This is an optimization exercise on Yosys and OpenROAD, whose aim is small area, not a production implementation. The RTL was checked by simulation tests, not by an equivalence proof against the original design. No activity file was given, so power comes from the tool's default toggle rates.

## job 4511
## avg_median
module avg_median (
    input wire Clk,
    input wire Reset,
    input wire signed [15:0] InputA,
    output wire signed [15:0] OutputA,
    output wire signed [15:0] OutputB
);
  reg [16*256-1:0] sr;
  always @(posedge Clk)
    sr <= {sr[16*255-1:0], InputA};
  reg [8:0] cnt;
  always @(posedge Clk)
    if (Reset)
      cnt <= 9'd0;
    else if (!cnt[8])
      cnt <= cnt + 9'd1;
  wire valid255 = cnt[8];
  wire [5:0] valid_med;    
  genvar g;
  generate
    for (g = 0; g < 6; g = g + 1) begin : vm
      assign valid_med[g] = cnt[8] | (cnt[7:0] >= (g + 7));
    end
  endgenerate
  MovingAverage M1 (
    .Clk(Clk), .Reset(Reset), .InputA(InputA),
    .Oldest(sr[16*255 +: 16]), .OldestValid(valid255),
    .OutputA(OutputA)
  );
  MovingMedian M2 (
    .Clk(Clk), .Reset(Reset),
    .Taps(sr[16*6 +: 16*6]), .TapsValid(valid_med),
    .Output(OutputB)
  );
endmodule
Size: ~4200 flip-flops, roughly 50 I/O pins, ~88000 µm² of cells after synthesis.
Settings: LEC_CHECK=0, CAP_MARGIN=20, CORE_MARGIN=2, CORE_UTILIZATION=75, SLEW_MARGIN=20; clock period 8.0 ns.
standard.sh (not shown) runs the stock make flow with config.mk's settings and CLKGATE_MAP_FILE= SYNTH_SCRIPT=/design/flow/synth_recipe.tcl, a recipe that flattens the netlist after the stock synthesis.
==> flow/flow/run.sh <==
#!/bin/bash
# Standard layout, with extra ORFS make variables, one VAR=value per line in
# flow/make_vars.txt (for example the clock tree's CTS_ARGS).
set -euo pipefail
mapfile -t VARS < <(grep -v '^\s*$' flow/make_vars.txt)
bash standard.sh "${VARS[@]}" finish > make_finish.log 2>&1
==> flow/flow/make_vars.txt <==
CTS_ARGS=-sink_clustering_enable -repair_clock_nets -sink_clustering_size 28 -sink_clustering_max_diameter 60 -distance_between_buffers 60 -balance_levels -dont_use_dummy_load -buf_list {sky130_fd_sc_hd__clkbuf_16 sky130_fd_sc_hd__buf_12} -sink_clustering_buffer sky130_fd_sc_hd__buf_12 -tree_buf sky130_fd_sc_hd__clkbuf_16 -root_buf sky130_fd_sc_hd__clkbuf_16
Job 4511: no failed stages, no open violations at the end
Here is what was changed in the inputs of job 4046 compared with job 4511.
==> flow/flow/run.sh <==
#!/bin/bash
# Standard layout, with the clock tree built from the arguments in flow/cts_args.txt.
set -euo pipefail
ARGS=$(cat flow/cts_args.txt)
bash standard.sh "CTS_ARGS=$ARGS" finish > make_finish.log 2>&1
==> flow/flow/cts_args.txt (new file) <==
-sink_clustering_enable -repair_clock_nets -sink_clustering_size 30 -sink_clustering_max_diameter 40 -distance_between_buffers 60
removed: flow/flow/make_vars.txt
--- outcome ---
Changes observed in job 4046 relative to job 4511: mean instance size in the synthesized netlist shows no meaningful change, number of buffers on the longest clock path shows no meaningful change, row count shows no meaningful change. As far as post-synth design cell area goes, job 4046 and job 4511 are indistinguishable; the numbers are identical. Number of sinks driven by the clock tree came out exactly the same in job 4511 and job 4046. From job 4511 to job 4046 the numbers moved as follows: CTS buffer count rose about 30%, post-place instance area flat, synthesized cell count shows no meaningful change. Job 4046 did not finish: a tool error stopped it during clock tree synthesis (4_1_cts).


The RTL this note starts from:
==> flow/design.v <==
module MovingAverage (
  input wire Clk,
  input wire Reset,
  input wire signed [15:0] InputA,       
  input wire signed [15:0] Oldest,       
  input wire OldestValid,                
  output wire signed [15:0] OutputA
);
  reg signed [23:0] r_acc;
  reg signed [15:0] temp_reg;
  wire signed [15:0] old = OldestValid ? Oldest : 16'sd0;
  always @(posedge Clk) begin
    if (Reset) begin
      r_acc <= 24'sd0;
      temp_reg <= 16'sd0;
    end else begin
      r_acc <= r_acc - ({{8{old[15]}}, old} - {{8{InputA[15]}}, InputA});
      temp_reg <= r_acc[23:8];
    end
  end
  assign OutputA = temp_reg;
endmodule
module MovingMedian (
  input wire Clk,
  input wire Reset,
  input wire [16*6-1:0] Taps,       
  input wire [5:0] TapsValid,       
  output wire signed [15:0] Output
);
  wire signed [15:0] t6 = Taps[0 +: 16];
  reg [3:0] c1;
  reg [2:0] c2;
  reg [1:0] c3;
  reg       c4;
  wire t6_pos = !t6[15] && (t6[14:0] != 15'd0);
  wire [4:1] gt_new;
  genvar d;
  generate
    for (d = 1; d <= 4; d = d + 1) begin : cmp
      wire signed [15:0] other = Taps[16*d +: 16];
      wire [16:0] s = {1'b0, ~other[15], other[14:0]} + {1'b0, t6[15], ~t6[14:0]} + 17'd1;
      assign gt_new[d] = TapsValid[0] & (TapsValid[d] ? !s[16] : t6_pos);
    end
  endgenerate
  always @(posedge Clk) begin
    if (Reset) begin
      c1 <= 4'd0;
      c2 <= 3'd0;
      c3 <= 2'd0;
      c4 <= 1'b0;
    end else begin
      c1 <= {c1[2:0], gt_new[1]};
      c2 <= {c2[1:0], gt_new[2]};
      c3 <= {c3[0],   gt_new[3]};
      c4 <= gt_new[4];
    end
  end
  wire g01 = c1[0], g12 = c1[1], g23 = c1[2], g34 = c1[3];
  wire g02 = c2[0], g13 = c2[1], g24 = c2[2];
  wire g03 = c3[0], g14 = c3[1];
  wire g04 = c4;
  wire [3:0] b0 = { g04,  g03,  g02,  g01};
  wire [3:0] b1 = { g14,  g13,  g12, !g01};
  wire [3:0] b2 = { g24,  g23, !g12, !g02};
  wire [3:0] b3 = { g34, !g23, !g13, !g03};
  wire [3:0] b4 = {!g34, !g24, !g14, !g04};
  function two_of_four(input [3:0] b);
    two_of_four = (b == 4'b0011) | (b == 4'b0101) | (b == 4'b0110) |
                  (b == 4'b1001) | (b == 4'b1010) | (b == 4'b1100);
  endfunction
  wire [4:0] sel = {two_of_four(b4) & TapsValid[5], two_of_four(b3) & TapsValid[4],
                    two_of_four(b2) & TapsValid[3], two_of_four(b1) & TapsValid[2],
                    two_of_four(b0) & TapsValid[1]};
  assign Output = ({16{sel[0]}} & Taps[16*1 +: 16]) |
                  ({16{sel[1]}} & Taps[16*2 +: 16]) |
                  ({16{sel[2]}} & Taps[16*3 +: 16]) |
                  ({16{sel[3]}} & Taps[16*4 +: 16]) |
                  ({16{sel[4]}} & Taps[16*5 +: 16]);
endmodule
module avg_median (
    input wire Clk,
    input wire Reset,
    input wire signed [15:0] InputA,
    output wire signed [15:0] OutputA,
    output wire signed [15:0] OutputB
);
  reg [16*256-1:0] sr;
  always @(posedge Clk)
    sr <= {sr[16*255-1:0], InputA};
  reg [8:0] cnt;
  always @(posedge Clk)
    if (Reset)
      cnt <= 9'd0;
    else if (!cnt[8])
      cnt <= cnt + 9'd1;
  wire valid255 = cnt[8];
  wire [5:0] valid_med;    
  genvar g;
  generate
    for (g = 0; g < 6; g = g + 1) begin : vm
      assign valid_med[g] = cnt[8] | (cnt[7:0] >= (g + 7));
    end
  endgenerate
  MovingAverage M1 (
    .Clk(Clk), .Reset(Reset), .InputA(InputA),
    .Oldest(sr[16*255 +: 16]), .OldestValid(valid255),
    .OutputA(OutputA)
  );
  MovingMedian M2 (
    .Clk(Clk), .Reset(Reset),
    .Taps(sr[16*6 +: 16*6]), .TapsValid(valid_med),
    .Output(OutputB)
  );
endmodule
export LEC_CHECK = 0
export CAP_MARGIN = 20
export CORE_MARGIN = 2
export CORE_UTILIZATION = 75
export SLEW_MARGIN = 20
create_clock -name core_clock -period 8.0 [get_ports {Clk}]
==> flow/flow/run.sh <==
#!/bin/bash
# Standard layout, with extra ORFS make variables, one VAR=value per line in
# flow/make_vars.txt (for example the clock tree's CTS_ARGS).
set -euo pipefail
mapfile -t VARS < <(grep -v '^\s*$' flow/make_vars.txt)
bash standard.sh "${VARS[@]}" finish > make_finish.log 2>&1
==> flow/flow/make_vars.txt <==
CTS_ARGS=-sink_clustering_enable -repair_clock_nets -sink_clustering_size 28 -sink_clustering_max_diameter 60 -distance_between_buffers 60 -balance_levels -dont_use_dummy_load
BUFFER_PORTS_ARGS=-buffer_cell sky130_fd_sc_hd__buf_1
Rerun with:
==> flow/flow/run.sh (replaced) <==
#!/bin/bash
# Standard layout, with the clock tree built from the arguments in flow/cts_args.txt.
set -euo pipefail
ARGS=$(cat flow/cts_args.txt)
bash standard.sh "CTS_ARGS=$ARGS" finish > make_finish.log 2>&1
==> flow/flow/cts_args.txt (new file) <==
-sink_clustering_enable -repair_clock_nets -sink_clustering_size 28 -sink_clustering_max_diameter 60 -distance_between_buffers 60 -balance_levels
removed: flow/flow/make_vars.txt
The changed run went through all stages and came out clean.
Die area stays the same.
Clock power hardly moves.
Global-route usage climbs by 0.25 points.
Worst hold slack gains 0.042 ns.
Wire length went up by about 1.7%.

## re-timing with driven ports
The results above use ideal ports. As a check the final layouts listed here were re-extracted and re-timed, cells and wires unchanged.
Step 1 assumes that a clkbuf_16 drives the clock port and a buf_2 every other input.
Step 2 times the ports against the registers' clock, not the clock port: input delays grow and output delays shrink by t, the midpoint of the rising clock arrivals with the driver on.
Three values: no drivers, after step 1, after step 2; two values: the first two.
run	t, ns	setup WS [ns]	worst setup path at the end	slew at the worst register clock pin (ns)	worst slew at a driven data input, ns
job 4511	0.972	2.280 / 2.201 / 1.703	input to register	0.12 / 0.12	0.09
the first run of note 2	0.985	1.903 / 1.832 / 2.287	input to register	0.11 / 0.11	0.09
the second run of note 2	1.007	2.271 / 2.197 / 1.782	input to register	0.12 / 0.12	0.09
After both steps setup and hold are still met in every run listed. The setup slack of job 4511, which loses most, moves by -0.079 ns with the drivers and by -0.577 ns with both steps.
